This is an optimization exercise on Yosys and OpenROAD, whose aim is small area, not a production implementation.
The RTL was checked by simulation tests, not by an equivalence proof against the original design.
Power figures rest on the tool's default switching activity, not on a simulated workload.

## TCAM_TOP
module TCAM_TOP (
        input                   CLK
       ,input                   RESET
       ,input                   SEARCH
       ,input                   SETTING
       ,input   [127:0]         KEY
       ,input   [15:0]          SETTING_ID
       ,input   [17:0]          SETTING_MASKID
       ,input   [15:0]          SETTING_PRIORITY
       ,output  [15:0]          RULEID
       ,output                  SETTING_COMPLETE
       ,output                  SEARCH_COMPLETE
       ,output                  MISMATCH
       ,input                   DDR3_AVL_INIT
       ,input   [255:0]         DDR3_AVL_READDATA
       ,input                   DDR3_AVL_WAITREQUEST
       ,input                   DDR3_AVL_READDATAVALID
       ,output                  DDR3_AVL_READ
       ,output                  DDR3_AVL_WRITE
       ,output  [18:0]          DDR3_AVL_ADDRESS
       ,output  [255:0]         DDR3_AVL_WRITEDATA
       ,output                  DDR3_AVL_BURSTCOUNT
       ,output                  DDR3_AVL_INITCOMPLETE
	);
clock: 10.0 ns
lec_check: 0
cap_margin: 20
core_margin: 2
core_utilization: 40
slew_margin: 20
standard.sh (not shown) runs the stock make flow with config.mk's settings and CLKGATE_MAP_FILE= SYNTH_SCRIPT=/design/flow/synth_recipe.tcl, a recipe that flattens the netlist after the stock synthesis.
==> flow/flow/run.sh <==
#!/bin/bash
# Standard ORFS layout (the standard.sh) with three changes that only
# affect cell choice, not the design or its constraints:
#  - synthesis maps logic with an area-oriented ABC script (flow/abc_area.script);
#    registers are untouched (ABC maps combinational logic only),
#  - ports are buffered with the smallest buffer (buf_1),
#  - CTS uses small clock buffers on small sink clusters, no dummy loads.
# Each tool writes its own log under orfs/logs; make's output is standard.log.
HERE=$(pwd)
{ head -n 1 synth_recipe.tcl
  echo "proc abc {args} { set i [lsearch \$args -script]; if {\$i >= 0} { lset args [expr {\$i + 1}] $HERE/flow/abc_area.script }; yosys abc {*}\$args }"
  tail -n +2 synth_recipe.tcl; } > synth_area.tcl
export BUFFER_PORTS_ARGS="-buffer_cell sky130_fd_sc_hd__buf_1"
export CTS_ARGS="-sink_clustering_enable -repair_clock_nets -dont_use_dummy_load -sink_clustering_size 6 -sink_clustering_max_diameter 30 -buf_list {sky130_fd_sc_hd__clkbuf_2 sky130_fd_sc_hd__clkbuf_4 sky130_fd_sc_hd__clkbuf_8} -sink_clustering_buffer sky130_fd_sc_hd__clkbuf_2"
bash standard.sh SYNTH_SCRIPT=$HERE/synth_area.tcl finish > standard.log 2>&1
==> flow/flow/abc_area.script <==
&get -n
&st
&dch -f
&nf -a -R 1000
&put
The starting point ran to the end with no violations.
Change:
--- a/flow/flow/run.sh
+++ b/flow/flow/run.sh
@@ -14 +14 @@
-export CTS_ARGS="-sink_clustering_enable -repair_clock_nets -dont_use_dummy_load -sink_clustering_size 6 -sink_clustering_max_diameter 30 -buf_list {sky130_fd_sc_hd__clkbuf_2 sky130_fd_sc_hd__clkbuf_4 sky130_fd_sc_hd__clkbuf_8} -sink_clustering_buffer sky130_fd_sc_hd__clkbuf_2"
+export CTS_ARGS="-sink_clustering_enable -repair_clock_nets -dont_use_dummy_load -sink_clustering_size 8 -sink_clustering_max_diameter 40 -buf_list {sky130_fd_sc_hd__clkbuf_4 sky130_fd_sc_hd__clkbuf_8} -sink_clustering_buffer sky130_fd_sc_hd__clkbuf_4"
Effect: Setup slack is about the same. Cell area increases slightly. Flip-flop and latch count does not change. First-iteration DRC count decreases by a few percent.


Setup of sierra:
Another version of the RTL of TCAM_TOP (not shown whole).
Size in the first run: about 1700 cells after synthesis, about 470 flip-flops, ~740 I/O pins.
clock: 10.0 ns
lec_check: 0
cap_margin: 20
core_margin: 2
core_utilization: 40
slew_margin: 20
==> flow/flow/run.sh <==
#!/bin/bash
export BUFFER_PORTS_ARGS="-buffer_cell sky130_fd_sc_hd__buf_1"
export CTS_ARGS="-sink_clustering_enable -repair_clock_nets -dont_use_dummy_load -sink_clustering_size 18 -sink_clustering_max_diameter 60 -buf_list sky130_fd_sc_hd__clkbuf_8"
bash standard.sh > standard.log 2>&1
sierra finished all stages; however, its layout fails the closing checks, the failures being max-slew violations.
The inputs of quartz differ from those of sierra as listed below.
==> flow/flow/run.sh <==
#!/bin/bash
export BUFFER_PORTS_ARGS="-buffer_cell sky130_fd_sc_hd__buf_1"
export CTS_ARGS="-sink_clustering_enable -repair_clock_nets -dont_use_dummy_load -sink_clustering_size 24 -sink_clustering_max_diameter 60 -buf_list sky130_fd_sc_hd__clkbuf_16"
bash standard.sh > standard.log 2>&1
--- outcome ---
- quartz: flow completed, timing, DRC and antenna clean
- Tightest slew margin relative to the limit: quartz higher than sierra
- quartz: layout overhead on the synthesized area higher than sierra
- Diff sierra -> quartz: worst IR drop on VDD +11%, area of all placed cells without fillers +1.7%, final critical delay including setup and external delays +0.0035 ns, TritonCTS buffer count -about 4.7%.
- Higher end-of-flow core utilization goes to quartz over sierra.
- For the total met3 wirelength after detailed routing, quartz came in about 7% lower than sierra did.
Edits applied to the flow inputs when going from quartz to fjord:
==> flow/flow/run.sh <==
#!/bin/bash
export BUFFER_PORTS_ARGS="-buffer_cell sky130_fd_sc_hd__buf_1"
export CTS_ARGS="-sink_clustering_enable -repair_clock_nets -dont_use_dummy_load -sink_clustering_size 12 -sink_clustering_max_diameter 50 -buf_list sky130_fd_sc_hd__clkbuf_8"
bash standard.sh > standard.log 2>&1
### Flow results
Relative to quartz, the number of filler instances in the final layout measured on fjord has increased slightly. Cell area after layout: fjord vs quartz down about 0.9%. Reported for fjord and quartz, count of cell types in the netlist turned out identical to the last digit. Per the comparison of fjord with quartz, smallest setup slack after layout went up by 0.038 ns; relative contribution of combinational cells to total power went up by 1.0 points; global-route usage was more or less identical; portion of total power attributed to the clock network went down by 3.2 points; area of the multi-input gates was more or less identical. Hold slack deteriorates in fjord relative to quartz. fjord has completed all stages; timing, DRC and antenna checks passed.
Edits applied to the flow inputs when going from fjord to amber:
==> flow/flow/run.sh <==
#!/bin/bash
# Standard ORFS layout; ports are buffered with the smallest buffer, CTS uses
# small clock buffers on small sink clusters and adds no dummy loads. Each
# tool writes its own log under orfs/logs; make output goes to standard.log.
export BUFFER_PORTS_ARGS="-buffer_cell sky130_fd_sc_hd__buf_1"
export CTS_ARGS="-sink_clustering_enable -repair_clock_nets -dont_use_dummy_load -sink_clustering_size 12 -sink_clustering_max_diameter 50 -buf_list sky130_fd_sc_hd__clkbuf_8"
bash standard.sh > standard.log 2>&1
Notes after the runs:
Compared amber against fjord; area growth from synthesis to final layout within noise.
Compared fjord against amber; register-to-register slack within noise.
Comparing amber against fjord, there is no change at all in time the final worst path needs with I/O delays and setup.
fjord reached the end of the flow, and the finished layout is clean on the timing, DRC and antenna checks.
The flow did not stop early for amber: all stages ran, and the layout cleared the timing, DRC and antenna checks.
Number of nets in the layout: fjord vs amber identical
[compare] base=fjord new=amber: instance count after placement with tap cells included now sits at about the same level; combinational group share of total power now sits at about the same level; combined global-route utilization of all metal layers now sits at about the same level.
Wire length of the first global-routing pass: amber vs fjord — no meaningful difference
Mux cell area share after synthesis of fjord is on par with amber.
Minimum hold slack came out exactly the same in fjord and amber.

## re-timing with driven ports
Ports are ideal in the flow. The routed layouts listed here were re-timed in OpenROAD. Step 1: set_driving_cell puts a clkbuf_16 on CLK and a buf_2 on each other input, an assumption about the parent block. Step 2 also shifts input and output timing later by t, the mid clock arrival at the registers, as if the neighbouring blocks saw the same clock. Slacks: ideal ports / drivers / drivers and shift; pairs: ideal ports / drivers.
run	shift t [ns]	slack for setup (ns)	slew at the worst register clock pin (ns)	cell pins on the clock port's net
the first run of note 1	0.681	5.552 / 5.526 / 5.096	0.12 / 0.12	1
the second run of note 1	0.682	5.553 / 5.528 / 5.113	0.10 / 0.10	1
sierra	0.677	5.467 / 5.440 / 5.007	0.11 / 0.11	1
quartz	0.615	5.463 / 5.437 / 4.980	0.10 / 0.10	1
fjord	0.695	5.501 / 5.475 / 4.946	0.08 / 0.08	1
amber	0.695	5.501 / 5.475 / 4.946	0.08 / 0.08	1
